Source: an optimization exercise on an open RTL-to-GDS flow (aim: small area, a short achievable clock period and few clock cycles per item). Production flows keep margins and buffers that such runs may drop.
Where RTL was checked, it was by simulation tests only, not by an equivalence proof against the original.
Function not checked in runs 2 to 4: the RTL went through the layout flow alone.

==> flow/design.v <==
module multiplicacao(A, B, MtoC, CtoM, High, Low, Clock, Reset);
  input [31:0] A;
  input [31:0] B;
  input CtoM;
  input Clock;
  input Reset;
  output reg MtoC;
  output reg [31:0] High;
  output reg [31:0] Low;
  reg [4:0] Counter;
  reg running;
  reg negate;
  reg Result_comp2;
  reg [63:0] Result, A_aux;
  reg [31:0] B_aux;
  wire [63:0] aux = A_aux << Counter;
  wire [63:0] ResultNeg = (~Result) + 64'b1;
  always @(posedge Clock) begin
    MtoC <= 1'b0;
    if (Reset) begin
      running <= 1'b0;
      negate <= 1'b0;
    end
    else if (CtoM) begin
      Counter <= 5'd0;
      Result <= 64'd0;
      running <= 1'b1;
      negate <= 1'b0;
      if (A[31]) A_aux <= {32'b0, (~A) + 32'b1};
      else A_aux <= {32'b0, A};
      if (B[31]) B_aux <= (~B) + 32'b1;
      else B_aux <= B;
      Result_comp2 <= A[31] ^ B[31];
    end
    else if (running) begin
      if (B_aux[Counter]) Result <= Result + aux;
      Counter <= Counter + 5'd1;
      if (Counter == 5'd31) begin
        running <= 1'b0;
        negate <= 1'b1;
      end
    end
    else if (negate) begin
      negate <= 1'b0;
      MtoC <= 1'b1;
      if (Result_comp2) begin
        High <= ResultNeg[63:32];
        Low <= ResultNeg[31:0];
      end
      else begin
        High <= Result[63:32];
        Low <= Result[31:0];
      end
    end
  end
endmodule
module div(A, B, DtoC, CtoD, High, Low, Clock, Reset, DivZero);
  input [31:0] A;
  input [31:0] B;
  input CtoD;
  input Clock;
  input Reset;
  output reg DtoC;
  output reg [31:0] High;
  output reg [31:0] Low;
  output reg DivZero;
  reg [4:0] Counter;
  reg running;
  reg finish;
  reg sgA;
  reg sgB;
  reg [31:0] quo;
  reg [31:0] rem;
  reg [31:0] Bb, Aa;
  wire [32:0] remS = {rem, Aa[Counter]};
  always @(posedge Clock) begin
    DtoC <= 1'b0;
    if (Reset) begin
      running <= 1'b0;
      finish <= 1'b0;
      DivZero <= 1'b0;
    end
    else if (CtoD) begin
      finish <= 1'b0;
      if (B == 32'b0) begin
        DivZero <= 1'b1;
        DtoC <= 1'b1;
        running <= 1'b0;
      end
      else begin
        DivZero <= 1'b0;
        running <= 1'b1;
        rem <= 32'b0;
        quo <= 32'b0;
        Counter <= 5'd31;
        sgA <= A[31];
        sgB <= B[31];
        if (A[31]) Aa <= (~A) + 32'b1;
        else Aa <= A;
        if (B[31]) Bb <= (~B) + 32'b1;
        else Bb <= B;
      end
    end
    else if (running) begin
      if (remS >= {1'b0, Bb}) begin
        rem <= remS[31:0] - Bb;
        quo[Counter] <= 1'b1;
      end
      else begin
        rem <= remS[31:0];
      end
      Counter <= Counter - 5'd1;
      if (Counter == 5'd0) begin
        running <= 1'b0;
        finish <= 1'b1;
      end
    end
    else if (finish) begin
      finish <= 1'b0;
      DtoC <= 1'b1;
      High <= (sgA ^ sgB) ? (~quo) + 32'b1 : quo;
      Low <= sgA ? (~rem) + 32'b1 : rem;
    end
  end
endmodule
module muldiv(clk, reset, CtoM, CtoD, A, B, High, Low, MtoC, DtoC, DivZero);
  input clk;
  input reset;
  input CtoM;
  input CtoD;
  input [31:0] A;
  input [31:0] B;
  output [31:0] High;
  output [31:0] Low;
  output MtoC;
  output DtoC;
  output DivZero;
  wire [31:0] mHigh, mLow, dHigh, dLow;
  reg divOrMul;
  always @(posedge clk) begin
    if (reset) divOrMul <= 1'b0;
    else if (CtoD) divOrMul <= 1'b1;
    else if (CtoM) divOrMul <= 1'b0;
  end
  multiplicacao MMul(.A(A), .B(B), .MtoC(MtoC), .CtoM(CtoM), .High(mHigh), .Low(mLow),
                     .Clock(clk), .Reset(reset));
  div MDiv(.A(A), .B(B), .DtoC(DtoC), .CtoD(CtoD), .High(dHigh), .Low(dLow),
           .Clock(clk), .Reset(reset), .DivZero(DivZero));
  assign High = divOrMul ? dHigh : mHigh;
  assign Low = divOrMul ? dLow : mLow;
endmodule
==> flow/run.sh <==
#!/bin/bash
# synth_recipe.tcl (not shown) runs the flow's synth.tcl, then flattens the netlist and writes it again
# the make line also repeats each setting of config.mk as NAME=value (left out here)
make -C /OpenROAD-flow-scripts/flow DESIGN_CONFIG=/design/flow/config.mk WORK_HOME=/design/flow/orfs CLKGATE_MAP_FILE= SYNTH_SCRIPT=/design/flow/synth_recipe.tcl finish
==> flow/config.mk <==
export PLATFORM = sky130hd
export DESIGN_NAME = muldiv
export DESIGN_NICKNAME = muldiv
export VERILOG_FILES = /design/flow/design.v
export SDC_FILE = /design/flow/constraint.sdc
export NUM_CORES = 4
export LEC_CHECK = 0
export CAP_MARGIN = 20
export CORE_MARGIN = 2
export CORE_UTILIZATION = 40
export SLEW_MARGIN = 20
==> flow/constraint.sdc <==
create_clock -name core_clock -period 8.0 [get_ports {clk}]
set_input_delay 1.6000 -clock core_clock [delete_from_list [all_inputs] [get_ports {clk}]]
set_output_delay 1.6000 -clock core_clock [all_outputs]
set_load 0.01 [all_outputs]
==> run summary, run 1 <==
- Status: finished clean
- Number of flops mapped to enable cells by yosys: 397
- Delay-heaviest family, CP: compound AO/OA/AOI/OAI gates
- First-pass GRT wire length: 118600 µm
- Levels on crit path: 15
- Layout cells sized above 1: 0.09286
- Yosys cell types: 74
- Vias in the first global route: 19960
- # rows: 94
- Gr usage total: 0.2282
- Area growth syn-to-layout: 14.61%
- Initial antenna violation count: 0
- CTS tree: built
- IO Pins: 135
- GPL Wtd Cong: 0.9856
- Clock skew: 21.38 ps
- CP max-delay cell: edfxtp_1
- Final hold slack: 471.9 ps
- Drt initial violations: 2087
- CP max stage delay: 890 ps
- Worst path bufs/invs: 1
- Cells after Synth: 2572
- Syn Nets: 2749
- Clock Pin Slew Worst Setup and Hold Paths: 60 ps
- Placed instance count: 3481
- Die W: 260.5 µm
- Data required time at the worst endpoint: 8340 ps
- Dpl ws: 2088 ps
- Fin. Hold Viols: 0
- DRT Pass-1 Iters: 6
- Cell Chain, Critical Path: buf_4 -> mux4_2 -> a21oi_1 -> mux2i_1 -> and2_1 -> ha_1 -> nand2_1 -> or3_1 -> o21bai_1 -> o211ai_1 -> a21boi_0 -> o21ai_0 -> a31oi_1 -> o21ai_0 -> mux2_2
- Final period utilization: 0.7551
- Die Height: 260.5 µm
- Syn Std Cell Area: 26320 µm²
- Min cycle time layout: 6041 ps
- Layout fillers: 6024
- DR vias/cell: 5.767
- Drc violations: 0
- Clock Tree Buf Depth: 3
- Dpl cell area: 28580 µm²
- Per-cell routed wire length: 21.93 µm
- Clock sink total: 405
- Total gr overflow: 0
- WS Path Type: flip-flop to flip-flop
- H-tree depth: 2
- Hold path depth: 2
- Maxcap violations: 0
- Post_cts resized: 0
- Hold crit path type: flip-flop to flip-flop
- HPWL Detailed: 60550 µm
- Setup crit end kind: flip-flop
- Clk Latency, worst-skew pair: 600 ps
- Sequential-to-total area share from yosys stat: 0.4590
- CP max FO: 21
- Largest net degree at the start of global routing: 79
- CTS buffer count: 47
- Synthesized area per cell: 10.23 µm²
- CTS Hold Bufs: 0
- Core area: 65510 µm²
- #FFs+latches synth: 405
- Nets: 2844
- F_max: 165.5 MHz
- I/O Buffers: 134
- Slew @ Worst Pin: 1070 ps
- Initial core utilization: 0.4018
- Area of the die: 67880 µm²
- Clk root buf: clkbuf_16
- Cell mode on critical path: o21ai_0
- Most common cell after layout, fill and taps aside: edfxtp_1
- Most frequent cells in the layout: 397 x edfxtp_1, 252 x nand2_1, 240 x nor2_1
- Non-Filler Instances: 3568
- Critical Path AT: 6380 ps
- CP startpoint kind: flip-flop
- # setup viols final: 0
- Reg2Reg Depth: 15
- Routed wire length: 78250 µm
- Slew headroom: 0.2775
- Dominant synthesized flop cell: edfxtp_1
- Pins over their slew limit: 0
- Via count of the routed design: 20578
- Final ANT Viol Nets: 0
- Post-CTS setup buffer count: 0
- Fin Setup TNS: 0 ps
- Synth warn: 3
- Fin area: 30170 µm²
- Final WS setup: 1959 ps
- RSZ-0062 raised after global routing: no
- Asr flop ratio synth: 0
## per-layer routing
layer	vias up	GRT usage	share of wire
met5	-	0	0
met4	0	0.05746	0.023
met3	114	0.04701	0.076
met2	731	0.3675	0.46
met1	9969	0.3139	0.44
li1	9764	-	-
## flip-flops by register name, indices dropped and copies added, names as in the netlist, 5 cells and up
name          flops
MDiv.quo         32
MDiv.rem         32
MMul.A_aux       32
MDiv.Bb          32
MDiv.High        32
MMul.Low         32
MMul.Counter      5
MMul.B_aux       32
MMul.High        32
MDiv.Low         32
MMul.Result      64
MDiv.Aa          32
MDiv.Counter      5
## area by class of cell
cell class,count,area (µm²),share of cell area
diodes,1,2.502,0.00008295
clock buffers,55,1247,0.04135
clock inverters,30,320.3,0.01062
inverters,87,326.6,0.01082
multi-input cells,1963,13540,0.4489
flip-flops and latches,405,12080,0.4005
well taps,864,1081,0.03583
repair buffers,163,1564,0.05184
## logic make-up after synthesis
logic type	synth area share
AND/OR/NAND/NOR	0.1448
AO/OA/AOI/OAI	0.1449
buffers and inverters	0.02909
adder cells (fa/ha/maj)	0.05238
multiplexers	0.08000
XOR/XNOR	0.08984
flip-flops	0.4590
## Yosys cell counts, types with 14 or more instances
cell,count,area share
o21ai_0,134,0.025
nor2_1,243,0.035
inv_1,84,0.012
and2_1,16,0.0038
xor2_1,60,0.020
nor2b_1,30,0.0071
clkbuf_1,104,0.015
nor3_1,46,0.0087
o31ai_1,45,0.013
xnor2_1,210,0.070
mux4_2,31,0.027
ha_1,107,0.051
a21oi_1,201,0.038
nor4_1,25,0.0059
or3_1,34,0.0081
o22ai_1,24,0.0057
nand2_1,252,0.036
mux2i_1,45,0.017
mux2_2,85,0.036
a21o_1,42,0.012
nand2b_1,24,0.0057
edfxtp_1,397,0.45
o21bai_1,22,0.0063
nand4_1,28,0.0067
or4_1,23,0.0066
o41ai_1,22,0.0073
a31oi_1,35,0.0083
a211oi_1,14,0.0040
nand3_1,34,0.0065
## worst reg2reg max path: stages (launching register included)
cell,delay [ps]
edfxtp_1,890
buf_4,370
mux4_2,550
a21oi_1,320
mux2i_1,160
and2_1,200
ha_1,380
nand2_1,200
or3_1,390
o21bai_1,190
o211ai_1,370
a21boi_0,250
o21ai_0,650
a31oi_1,240
o21ai_0,270
mux2_2,360
## through the flow
stage / util
2_1_floorplan: -
3_3_place_gp: 0.4361
3_5_place_dp: 0.4363
4_1_cts: 0.4603
5_1_grt: 0.4605
6_report: 0.4605
## worst paths after layout
check / endpoint / slack [ps] / start
setup reg to reg: MMul.Result[59] / 1960 / MMul.Counter[0]
setup / recovery: MMul.Result[59] / 1960 / MMul.Counter[0]
hold reg to reg: MDiv.DivZero / 470 / MDiv.DivZero
hold / removal: MDiv.DivZero / 470 / MDiv.DivZero
Testbench counts, summed over its fixed seeds: cycles 108,800, ops 3,200.
==> run 2, diff against run 1 <==
==> flow/design.v (replaced) <==
module muldiv(clk, reset, CtoM, CtoD, A, B, High, Low, MtoC, DtoC, DivZero);
  input clk;
  input reset;
  input CtoM;
  input CtoD;
  input [31:0] A;
  input [31:0] B;
  output [31:0] High;
  output [31:0] Low;
  output MtoC;
  output DtoC;
  output DivZero;
  localparam IDLE = 3'd0, ABS = 3'd1, SETUP = 3'd2, ITER = 3'd3, FIX = 3'd4;
  reg [2:0] st;
  reg [31:0] H, L, M;
  reg [5:0] cnt;
  reg isdiv, sA, sB;
  reg mdone, ddone, dzero;
  assign High = H;
  assign Low = L;
  assign MtoC = mdone;
  assign DtoC = ddone;
  assign DivZero = dzero;
  function [5:0] blen;
    input [31:0] x;
    integer i;
    begin
      blen = 6'd0;
      for (i = 0; i < 32; i = i + 1)
        if (x[i]) blen = i + 1;
    end
  endfunction
  wire [5:0] la = blen(L);
  wire [5:0] lb = blen(H);
  wire a_short = (la <= lb);
  wire [5:0] n = a_short ? la : lb;
  wire [5:0] ldiff = la - lb;
  wire [31:0] sh_in = (!isdiv && a_short) ? L : H;
  wire [4:0] sh_amt = isdiv ? ldiff[4:0] : (6'd32 - n);
  wire [31:0] sh_out = sh_in << sh_amt;
  wire in_abs = (st == ABS);
  wire in_iter = (st == ITER);
  wire in_fix = (st == FIX);
  wire mstep = in_iter && !isdiv;
  wire dstep = in_iter && isdiv;
  wire [31:0] ax = mstep ? {L[30:0], 1'b0} :
                   (in_abs ? (L ^ {32{sA}}) : (dstep ? L : ~L));
  wire [31:0] ay = mstep ? (H[31] ? M : 32'd0) : (dstep ? ~M : 32'd0);
  wire acin = in_abs ? sA : !mstep;
  wire [32:0] asum = {1'b0, ax} + {1'b0, ay} + {32'd0, acin};
  wire ac = asum[32];
  wire [31:0] hx = mstep ? {H[30:0], L[31]} : (in_abs ? (H ^ {32{sB}}) : ~H);
  wire hci = in_abs ? sB : ((mstep || !isdiv) ? ac : 1'b1);
  wire [31:0] hsum = hx + {31'd0, hci};
  wire negH = sA ^ sB;
  wire negL = isdiv ? sA : (sA ^ sB);
  wire last = (cnt == 6'd1);
  always @(posedge clk) begin
    mdone <= 1'b0;
    ddone <= 1'b0;
    if (reset) begin
      st <= IDLE;
      dzero <= 1'b0;
    end
    else begin
      case (st)
        IDLE: begin
          if (CtoM || CtoD) begin
            H <= B;
            L <= A;
            sA <= A[31];
            sB <= B[31];
            isdiv <= CtoD;
            st <= ABS;
          end
        end
        ABS: begin
          L <= asum[31:0];
          H <= hsum;
          st <= SETUP;
        end
        SETUP: begin
          if (!isdiv) begin
            M <= a_short ? H : L;
            H <= sh_out;
            L <= 32'd0;
            cnt <= n;
            if (n == 6'd0) begin
              H <= 32'd0;
              st <= IDLE;
              mdone <= 1'b1;
            end
            else st <= ITER;
          end
          else begin
            M <= sh_out;
            H <= 32'd0;
            cnt <= ldiff + 6'd1;
            if (lb == 6'd0) begin
              st <= IDLE;
              ddone <= 1'b1;
              dzero <= 1'b1;
            end
            else if (la < lb) begin
              dzero <= 1'b0;
              if (sA) st <= FIX;
              else begin
                st <= IDLE;
                ddone <= 1'b1;
              end
            end
            else begin
              dzero <= 1'b0;
              st <= ITER;
            end
          end
        end
        ITER: begin
          cnt <= cnt - 6'd1;
          if (isdiv) begin
            if (ac) L <= asum[31:0];
            H <= {H[30:0], ac};
            M <= {1'b0, M[31:1]};
          end
          else begin
            L <= asum[31:0];
            H <= hsum;
          end
          if (last) begin
            if (isdiv ? (sA || sB) : (sA ^ sB)) st <= FIX;
            else begin
              st <= IDLE;
              mdone <= !isdiv;
              ddone <= isdiv;
            end
          end
        end
        FIX: begin
          if (negL) L <= asum[31:0];
          if (negH) H <= hsum;
          st <= IDLE;
          mdone <= !isdiv;
          ddone <= isdiv;
        end
        default: st <= IDLE;
      endcase
    end
  end
endmodule
==> run 2 against run 1 <==
  * Largest cell class unchanged
  * Still clean on timing, DRC and antenna
  * Non-clock buffer count increased by 55
  * Clock skew decreased by 7.1 ps
  * First-iteration DRC count decreased by 11%
  * Sequential cell count decreased by 294
  * Clock-buffer cell count decreased by 46
  * Global-route usage increased by 7.3 points
  * Critical endpoint is now H[28]
==> run summary, run 2 <==
- Core area: 35310 µm² (-46%)
- Area contributors post-synth: edfxtp_1 22%, mux2i_1 11%, o21ai_0 7.2%
- Most common cell after layout, fill and taps aside: nand2_1
- N_diodes: 0 (-1)
- Area of the die: 37120 µm² (-45%)
- Status: finished clean
- Critical Path AT: 7670 ps (+1290 ps)
- Dominant synthesized flop cell: edfxtp_1
- Per-cell routed wire length: 23.91 µm (+9.0%)
- CTS tree: built
- CTS buffer count: 9 (-81%)
- IO Pins: 135 (unchanged)
- Number of flops mapped to enable cells by yosys: 105 (-74%)
- DR vias/cell: 6.359 (+10%)
- Top Registers: H x32, L x32, M x32
- CP startpoint kind: flip-flop
- Dpl cell area: 16100 µm² (-44%)
- Yosys cell types: 81 (+9.5%)
- Synthesized area per cell: 7.614 µm² (-26%)
- Synth top area share: 0.2215 (-0.2314)
- Syn Std Cell Area: 14240 µm² (-46%)
- Slew @ Worst Pin: 1165 ps (+94.96 ps)
- Die Height: 192.7 µm (-26%)
- Synth warn: 1 (-2)
- Fin Setup TNS: 0 ps (unchanged)
- Setup crit end kind: flip-flop
- Clk Latency, worst-skew pair: 390 ps (-210 ps)
- Hold crit path type: flip-flop to flip-flop
- Gr usage total: 0.3010 (+0.07280)
- Initial core utilization: 0.4032 (+0.001400)
- Final ANT Viol Nets: 0 (unchanged)
- Vias in the first global route: 13832 (-31%)
- Clock sink total: 111 (-73%)
- # rows: 69 (-27%)
- Final WS setup: 565.7 ps (-1393 ps)
- Top cells by count, synth: 213 x nand2_1, 205 x o21ai_0, 160 x mux2i_1
- Syn Nets: 1984 (-28%)
- Initial antenna violation count: 0 (unchanged)
- GPL Wtd Cong: 0.9273 (-5.9%)
- Nets: 2023 (-29%)
- HPWL Detailed: 41900 µm (-31%)
- Min cycle time layout: 7434 ps (+1393 ps)
- Pins over their slew limit: 0 (unchanged)
- Clock skew: 14.24 ps (-7.132 ps)
- Die W: 192.7 µm (-26%)
- # setup viols final: 0 (unchanged)
- Drt initial violations: 1864 (-11%)
- Layout cells sized above 1: 0.07732 (-0.01553)
- CP max stage delay: 480 ps (-410 ps)
- Non-Filler Instances: 2375 (-33%)
- RSZ-0062 raised after global routing: no
- DRT Pass-1 Iters: 6 (unchanged)
- Via count of the routed design: 15103 (-27%)
- WS Path Type: flip-flop to flip-flop
- Cells after Synth: 1870 (-27%)
- Maxcap violations: 0 (unchanged)
- Asr flop ratio synth: 0 (unchanged)
- Fin. Hold Viols: 0 (unchanged)
- #FFs+latches synth: 111 (-73%)
- Clock Tree Buf Depth: 2 (-1)
- I/O Buffers: 134 (unchanged)
- Post-CTS setup buffer count: 0 (unchanged)
- Slew headroom: 0.2232 (-0.05425)
- Sequential-to-total area share from yosys stat: 0.2299 (-0.2291)
- First-pass GRT wire length: 84830 µm (-28%)
- Fin area: 16420 µm² (-46%)
- Area growth syn-to-layout: 15.33%
- F_max: 134.5 MHz (-19%)
- Placed instance count: 2358 (-32%)
- H-tree depth: 3 (+1)
- Data required time at the worst endpoint: 8240 ps (-100 ps)
- Clock Pin Slew Worst Setup and Hold Paths: 90 ps (+30 ps)
- Routed wire length: 56790 µm (-27%)
- CP max FO: 5 (-76%)
- CP max-delay cell: fa_1
- Layout fillers: 3506 (-42%)
- Largest net degree at the start of global routing: 92 (+16%)
- Count leader, synth: nand2_1
- Total gr overflow: 0 (unchanged)
- Most frequent cells in the layout: 213 x nand2_1, 204 x o21ai_0, 160 x mux2i_1
- Drc violations: 0 (unchanged)
- Area leader, netlist: edfxtp_1
- Final period utilization: 0.9293 (+0.1742)
- Dpl ws: 16.03 ps (-2072 ps)
- Clk root buf: clkbuf_16
[run 2: changes by cell type after synthesis, sizes merged, moves of 48 or more]
cell	delta
a21oi	-48
a32oi	+52
ha	-64
nor2	-108
edfxtp	-292
mux2i	+116
xnor2	-141
o21ai	+84
mux2	-75
[run 2: cells by family after synthesis]
family | synth area share
buffers and inverters | 0.06705
muxes | 0.1220
xor gates and xnor gates | 0.07391
DFF | 0.2299
adders and majority gates | 0.04201
and+or+nand+nor | 0.1675
AOI/OAI and AO/OA | 0.2977
[run 2: path summary, 6_finish.rpt]
check	from	endpoint	cells after the start	slack (ps)
min reg2reg	dzero	dzero	2	490
max	isdiv	H[28]	34	570
min	dzero	dzero	2	490
max reg2reg	isdiv	H[28]	34	570
[run 2: metrics by stage]
step           hold WS (ps)  utilization
2_1_floorplan         524.0            -
3_3_place_gp          464.4       0.4559
3_5_place_dp          473.0       0.4559
4_1_cts               494.4       0.4637
5_1_grt               558.8       0.4650
6_report              492.2       0.4650
[run 2: worst max-delay path, delay by kind of cell, from the launching register on]
family / cells / cell delay, ps
xor+xnor: 1 / 160
fa+ha+maj: 4 / 1440
flops: 1 / 440
simple gates: 10 / 1990
compound gates: 19 / 3260
[run 2: cell type report]
cell class / instances / area, µm² / area share
Multi-Input combinational cell: 1527 / 10130 / 0.6172
Sequential cell: 111 / 3274 / 0.1994
Timing Repair Buffer: 218 / 2004 / 0.1221
Tap cell: 461 / 576.8 / 0.03513
Clock buffer: 9 / 225.2 / 0.01372
Inverter: 42 / 157.7 / 0.009601
Clock inverter: 7 / 47.55 / 0.002895
[run 2: what timing repair did]
item,4_1_cts,5_1_grt
resized for setup,1,9
hold buffers,0,0
endpoints found under the setup margin,1,12
[run 2: metal layers]
| metal | wire (µm) | global-route usage |
|---|---|---|
| met1 | 25810 | 0.4407 |
| met5 | 0 | 0 |
| met3 | 5313 | 0.04619 |
| met4 | 1688 | 0.09924 |
| met2 | 23980 | 0.4478 |
==> run 3, diff against run 2 <==
--- a/flow/config.mk
+++ b/flow/config.mk
@@ -7,2 +7,3 @@
 export LEC_CHECK = 0
+export ABC_CLOCK_PERIOD_IN_PS = 3500
 export CAP_MARGIN = 20
@@ -10,2 +11,3 @@
 export CORE_UTILIZATION = 40
+export SETUP_SLACK_MARGIN = 4.5
 export SLEW_MARGIN = 20
==> run 3 against run 2 <==
  * Critical endpoint is now H[20]
  * Sequential share of layout area fell by 4.8 points
  * Global-route usage increased by 3.9 points
  * Fmax up 9.5%
  * Clock skew decreased by 4.1 ps
  * Clock-buffer cell count up 1
  * Via count rose by 15%
  * Critical path depth is 2 lower
  * Sequential cell count did not move
  * Synthesized cell count unchanged
==> run summary, run 3 <==
- CP max stage delay: 460 ps (-20 ps)
- Slew headroom: 0.3161 (+0.09293)
- Largest net degree at the start of global routing: 99 (+7.6%)
- I/O Buffers: 134 (unchanged)
- Hold path startpoint: dzero
- WS Path Type: flip-flop to flip-flop
- Per-cell routed wire length: 24.60 µm (+2.9%)
- Clock Tree Buf Depth: 2 (unchanged)
- Final period utilization: 0.8485 (-0.08075)
- Clk Latency, worst-skew pair: 400 ps (about the same)
- Area of the die: 37120 µm² (unchanged)
- Setup crit end: H[20]
- Initial core utilization: 0.4032 (unchanged)
- Maxcap violations: 0 (unchanged)
- Clock sink total: 111 (unchanged)
- Clk root buf: clkbuf_16
- Slew @ Worst Pin: 1017 ps (-147.9 ps)
- CTS Hold Bufs: 0 (unchanged)
- First-pass GRT wire length: 95240 µm (+12%)
- Final ANT Viol Nets: 0 (unchanged)
- Asr flop ratio synth: 0 (unchanged)
- Fin. Hold Viols: 0 (unchanged)
- Pins over their slew limit: 0 (unchanged)
- Synthesized area per cell: 7.614 µm² (unchanged)
- Cell mode on critical path: o21ai_2
- Gr usage total: 0.3401 (+0.03917)
- Status: finished clean
- Vias in the first global route: 15637 (+13%)
- Yosys cell types: 81 (unchanged)
- # rows: 69 (unchanged)
- N_diodes: 0 (unchanged)
- Worst R2R Setup Slack: 1210 ps (+650 ps)
- Multi-input logic area: 12150 µm² (+20%)
- CP max FO: 8 (+3)
- Routed wire length: 66580 µm (+17%)
- Post-layout util: 0.6125 (+0.1475)
- Cells after Synth: 1870 (unchanged)
- CP max-delay cell: edfxtp_1
- Via count of the routed design: 17358 (+15%)
- # setup viols final: 0 (unchanged)
- Synth top area share: 0.2215 (unchanged)
- Data required time at the worst endpoint: 8120 ps (-120 ps)
- Number of flops mapped to enable cells by yosys: 105 (unchanged)
- GPL Wtd Cong: 0.9186 (-0.94%)
- Setup crit end kind: flip-flop
- Final hold slack: 523.8 ps (+31.61 ps)
- Critical path startpoint: isdiv
- Most frequent cells in the layout: 299 x buf_4, 201 x nand2_1, 148 x o21ai_0
- Count leader, synth: nand2_1
- Sequential-to-total area share from yosys stat: 0.2299 (unchanged)
- RSZ-0062 raised after global routing: yes
- Reg-to-reg endpoint: H[20]
- Final WS setup: 1212 ps (+646.0 ps)
- Syn Std Cell Area: 14240 µm² (unchanged)
- Fin Setup TNS: 0 ps (unchanged)
- Area contributors post-synth: edfxtp_1 22%, mux2i_1 11%, o21ai_0 7.2%
- Drt initial violations: 2010 (+7.8%)
- Die W: 192.7 µm (unchanged)
- Drc violations: 0 (unchanged)
- F_max: 147.3 MHz (+9.5%)
- Top Registers: H x32, L x32, M x32
- Critical Path AT: 6910 ps (-760 ps)
- Top cells by count, synth: 213 x nand2_1, 205 x o21ai_0, 160 x mux2i_1
- Core area: 35310 µm² (unchanged)
- CTS tree: built
- Area leader, netlist: edfxtp_1
- Register area: 3282 µm² (+0.23%)
- Hold crit path type: flip-flop to flip-flop
- DRT Pass-1 Iters: 7 (+1)
- Clock skew: 10.10 ps (-4.148 ps)
- DR vias/cell: 6.415 (+0.87%)
- Nets: 2354 (+16%)
- Layout cells sized above 1: 0.3292 (+0.2519)
- IO Pins: 135 (unchanged)
- Critical R2R Launch: isdiv
- HPWL Detailed: 42130 µm (+0.55%)
- Dpl ws: 397.2 ps (+381.2 ps)
- Layout fillers: 2961 (-16%)
- #FFs+latches synth: 111 (unchanged)
- CTS buffer count: 9 (unchanged)
- Min cycle time layout: 6788 ps (-646.0 ps)
- Die Height: 192.7 µm (unchanged)
- CP startpoint kind: flip-flop
- Clock Pin Slew Worst Setup and Hold Paths: 80 ps (about the same)
- Syn Nets: 1984 (unchanged)
- Most common cell after layout, fill and taps aside: buf_4
- Area growth syn-to-layout: 51.91%
- Synth warn: 1 (unchanged)
- Reg2Reg Depth: 32 (-5.9%)
- H-tree depth: 3 (unchanged)
- Initial antenna violation count: 2 (+2)
- Total gr overflow: 0 (unchanged)
- Dominant synthesized flop cell: edfxtp_1
-- run 3: metal layers --
metal | part of all wire | global-route usage | up-vias
li1 | - | - | 7726
met1 | 0.41 | 0.4700 | 8364
met2 | 0.44 | 0.5175 | 1095
met3 | 0.10 | 0.06456 | 171
met4 | 0.045 | 0.1430 | 2
met5 | 0.00017 | 0 | -
-- run 3: cells by family (layout without fill, tap and decap cells) --
kind of cell | count (synthesis) | after routing | share of synthesized area
AO/OA/AOI/OAI | 660 | 660 | 0.2977
AND/OR/NAND/NOR | 532 | 532 | 0.1675
buffers and inverters | 232 | 606 | 0.06705
multiplexers | 171 | 172 | 0.1220
XOR/XNOR | 118 | 118 | 0.07391
flip-flops | 111 | 111 | 0.2299
adder cells (fa/ha/maj) | 46 | 46 | 0.04201
-- run 3: how the worst min path moves through the flow --
stage / slack [ps] / depth (start not counted) / to
after floorplan: 520 / 2 / dzero
after global placement: 480 / 2 / dzero
after detailed placement: 500 / 2 / dzero
after CTS: 520 / 2 / dzero
after global routing: 580 / 2 / dzero
final: 520 / 2 / dzero
-- run 3: critical path: cells and delay by family (launching register included) --
family          cells  cell delay [ps]
compound gates     16             3050
simple gates        8             1340
fa+ha+maj           4             1140
flops               1              460
buf+inv             3              420
xor+xnor            1               80
-- run 3: cell type report --
cell class | count | area share
clock buffers | 10 | 0.01059
clock inverters | 6 | 0.002025
inverters | 42 | 0.007636
multi-input cells | 1528 | 0.5617
flip-flops and latches | 111 | 0.1517
well taps | 461 | 0.02667
repair buffers | 548 | 0.2397
-- run 3: timing repair --
| action | CTS | global route |
|---|---|---|
| setup endpoints to repair | 162 | 160 |
| pin swaps | 116 | 93 |
| setup buffers | 238 | 115 |
| gates cloned | 7 | 3 |
| gates resized for setup | 296 | 187 |
-- run 3: per-stage QoR --
stage               instances  area (µm²)
floorplan                1870       14800
global placement         2326       16180
detailed placement       2327       16210
CTS                      2588       19830
global route             2706       21630
finish                   2706       21630
==> run 4, diff against run 3 <==
--- a/flow/config.mk
+++ b/flow/config.mk
@@ -7,3 +7,3 @@
 export LEC_CHECK = 0
-export ABC_CLOCK_PERIOD_IN_PS = 3500
+export ABC_CLOCK_PERIOD_IN_PS = 4500
 export CAP_MARGIN = 20
@@ -11,3 +11,3 @@
 export CORE_UTILIZATION = 40
-export SETUP_SLACK_MARGIN = 4.5
+export SETUP_SLACK_MARGIN = 3.5
 export SLEW_MARGIN = 20
==> run 4 against run 3 <==
  * Clock-buffer cell count decreased by 1
  * Fmax about the same
  * Critical path depth increased by 3
  * Critical path type unchanged
  * Sequential share of layout area increased by 0.095 points
  * Utilization decreased by 0.45 points
  * Via count about the same
  * Worst setup slack improved by 6.3 ps
==> run summary, run 4 <==
- IO Pins: 135 (unchanged)
- Die Height: 192.7 µm (unchanged)
- Worst R2R Setup Slack: 1220 ps (about the same)
- Synthesized area per cell: 7.614 µm² (unchanged)
- Number of flops mapped to enable cells by yosys: 105 (unchanged)
- Fin Setup TNS: 0 ps (unchanged)
- Syn Std Cell Area: 14240 µm² (unchanged)
- CP max stage delay: 440 ps (-20 ps)
- Most frequent cells in the layout: 228 x buf_4, 204 x nand2_1, 152 x o21ai_0
- Final hold slack: 513.8 ps (-10.05 ps)
- Most common cell after layout, fill and taps aside: buf_4
- Critical Path AT: 6920 ps (about the same)
- Via count of the routed design: 17374 (+0.092%)
- Slew headroom: 0.1737 (-0.1424)
- CP startpoint kind: flip-flop
- Cells after Synth: 1870 (unchanged)
- Hold path depth: 2 (unchanged)
- Top Registers: H x32, L x32, M x32
- Reg2Reg Depth: 35 (+9.4%)
- Largest net degree at the start of global routing: 58 (-41%)
- Initial core utilization: 0.4032 (unchanged)
- RSZ-0062 raised after global routing: yes
- Setup crit end kind: flip-flop
- Worst Hold End: dzero
- Pins over their slew limit: 0 (unchanged)
- Nets: 2322 (-1.4%)
- Critical R2R Launch: isdiv
- Yosys cell types: 81 (unchanged)
- Area leader, netlist: edfxtp_1
- Layout cells sized above 1: 0.3028 (-0.02642)
- Non-Filler Instances: 2674 (-1.2%)
- Per-cell routed wire length: 25.77 µm (+4.7%)
- CP max-delay cell: edfxtp_1
- Syn Nets: 1984 (unchanged)
- Maxcap violations: 0 (unchanged)
- # rows: 69 (unchanged)
- Final ANT Viol Nets: 0 (unchanged)
- Drc violations: 0 (unchanged)
- Total gr overflow: 0 (unchanged)
- Post-layout util: 0.6080 (-0.004501)
- Cell mode on critical path: o21ai_2
- Final period utilization: 0.8477 (about the same)
- I/O Buffers: 134 (unchanged)
- Reg-to-reg endpoint: H[30]
- Initial antenna violation count: 0 (-2)
- Dominant synthesized flop cell: edfxtp_1
- Clk Latency, worst-skew pair: 400 ps (about the same)
- Clock sink total: 111 (unchanged)
- F_max: 147.4 MHz (about the same)
- Area contributors post-synth: edfxtp_1 22%, mux2i_1 11%, o21ai_0 7.2%
- # setup viols final: 0 (unchanged)
- Top cells by count, synth: 213 x nand2_1, 205 x o21ai_0, 160 x mux2i_1
- CTS buffer count: 9 (unchanged)
- Fin. Hold Viols: 0 (unchanged)
- Routed wire length: 68900 µm (+3.5%)
- #FFs+latches synth: 111 (unchanged)
- Asr flop ratio synth: 0 (unchanged)
- Drt initial violations: 2322 (+16%)
- Min cycle time layout: 6782 ps (-6.280 ps)
- CP max FO: 3 (-5)
- DR vias/cell: 6.497 (+1.3%)
- Area of the die: 37120 µm² (unchanged)
- Die W: 192.7 µm (unchanged)
- Gr usage total: 0.3543 (+0.01416)
- Clock Pin Slew Worst Setup and Hold Paths: 90 ps (about the same)
- Core area: 35310 µm² (unchanged)
- DRT Pass-1 Iters: 6 (-1)
- Layout fillers: 2981 (+0.68%)
- Hold crit path type: flip-flop to flip-flop
- Sequential-to-total area share from yosys stat: 0.2299 (unchanged)
- HPWL Detailed: 42590 µm (+1.1%)
- Hold path startpoint: dzero
- GPL Wtd Cong: 0.9717 (+5.8%)
- H-tree depth: 3 (unchanged)
- Slew @ Worst Pin: 1228 ps (+210.8 ps)
- CTS tree: built
- Status: finished clean
- N_diodes: 0 (unchanged)
- First-pass GRT wire length: 98590 µm (+3.5%)
- Synth warn: 1 (unchanged)
- Vias in the first global route: 15893 (+1.6%)
- Placed instance count: 2334 (+0.30%)
- Clock skew: 19.09 ps (+8.989 ps)
- Count leader, synth: nand2_1
- Clk root buf: clkbuf_16
- Synth top area share: 0.2215 (unchanged)
- WS Path Type: flip-flop to flip-flop
- Clock Tree Buf Depth: 2 (unchanged)
- Area growth syn-to-layout: 50.80%
- Data required time at the worst endpoint: 8140 ps (+20 ps)
run 4: changes by cell type in the layout (fill, tap and decap cells not counted), moves of 6 or more:
cell,change
buf_4,-71
buf_6,+18
buf_12,+16
a21oi_4,-6
run 4: metal layers:
metal  vias to the layer above  GRT usage  wire length, µm
li1                       7671          -                -
met1                      8314     0.4842            27460
met2                      1174     0.5509            30390
met3                       215    0.05546             7427
met4                         0     0.1562             3621
met5                         -          0                0
run 4: worst max-delay path by stage:
stage,from,to,slack [ps],depth (start not counted)
2_1_floorplan,isdiv,H[26],1110,39
3_3_place_gp,st[1],H[28],630,32
3_5_place_dp,st[1],H[28],500,32
4_1_cts,isdiv,H[28],1410,35
5_1_grt,st[0],H[28],950,34
6_report,isdiv,H[30],1220,35
run 4: worst max-delay path: cells and delay by family (launching register included):
family                   cells  cell delay, ps
AO/OA/AOI/OAI               15            2570
AND/OR/NAND/NOR             12            1790
adder cells (fa/ha/maj)      4            1140
flip-flops                   1             440
XOR/XNOR                     2             300
buffers and inverters        2             260
run 4: logic make-up (layout without fill, tap and decap cells):
| family | after synthesis | in the layout | synth area share |
|---|---|---|---|
| compound gates | 660 | 661 | 0.2977 |
| simple gates | 532 | 533 | 0.1675 |
| buf+inv | 232 | 573 | 0.06705 |
| mux | 171 | 171 | 0.1220 |
| xor+xnor | 118 | 118 | 0.07391 |
| flops | 111 | 111 | 0.2299 |
| fa+ha+maj | 46 | 46 | 0.04201 |
run 4: stage by stage:
step | area, µm² | worst slack (ps)
finish | 21470 | 1218
global route | 21470 | 953.7
CTS | 20050 | 1411
detailed placement | 16190 | 504.9
global placement | 16190 | 633.1
floorplan | 14720 | 1112
run 4: timing repair:
item                       in CTS  in global routing
pin swaps                      81                 91
gates resized for setup       307                175
cloned                         13                  3
setup endpoints to repair     116                113
buffers inserted              233                 75
hold buffers                    0                  0
run 4: layout make-up:
cell class | count | area, µm² | area share
Multi-Input combinational cell | 1529 | 11860 | 0.5525
Timing Repair Buffer | 515 | 5306 | 0.2472
Sequential cell | 111 | 3278 | 0.1527
Tap cell | 461 | 576.8 | 0.02687
Clock buffer | 9 | 225.2 | 0.01049
Inverter | 42 | 173.9 | 0.008101
Clock inverter | 7 | 46.29 | 0.002156

[re-timing with driven ports]
Ports are ideal in the flow. The routed layouts listed here were re-timed in OpenROAD.
Step 1: set_driving_cell puts a clkbuf_16 on clk and a buf_2 on each other input, an assumption about the parent block.
Step 2 times the ports against the registers' clock, not the clock port: input delays grow and output delays shrink by t, the midpoint of the rising clock arrivals with the driver on.
a / b / c = ideal / step 1 / step 2; a / b = the first two.
| run | shift t [ns] | setup slack, ns | hold slack, ns |
|---|---|---|---|
| run 1 | 0.657 | 1.959 / 1.959 / 1.959 | 0.472 / 0.472 / 0.472 |
| run 2 | 0.433 | 0.566 / 0.566 / 0.566 | 0.492 / 0.492 / 0.492 |
| run 3 | 0.444 | 1.212 / 1.212 / 1.212 | 0.524 / 0.524 / 0.524 |
| run 4 | 0.449 | 1.218 / 1.218 / 1.218 | 0.514 / 0.514 / 0.514 |
After both steps setup and hold are still met in every run listed.
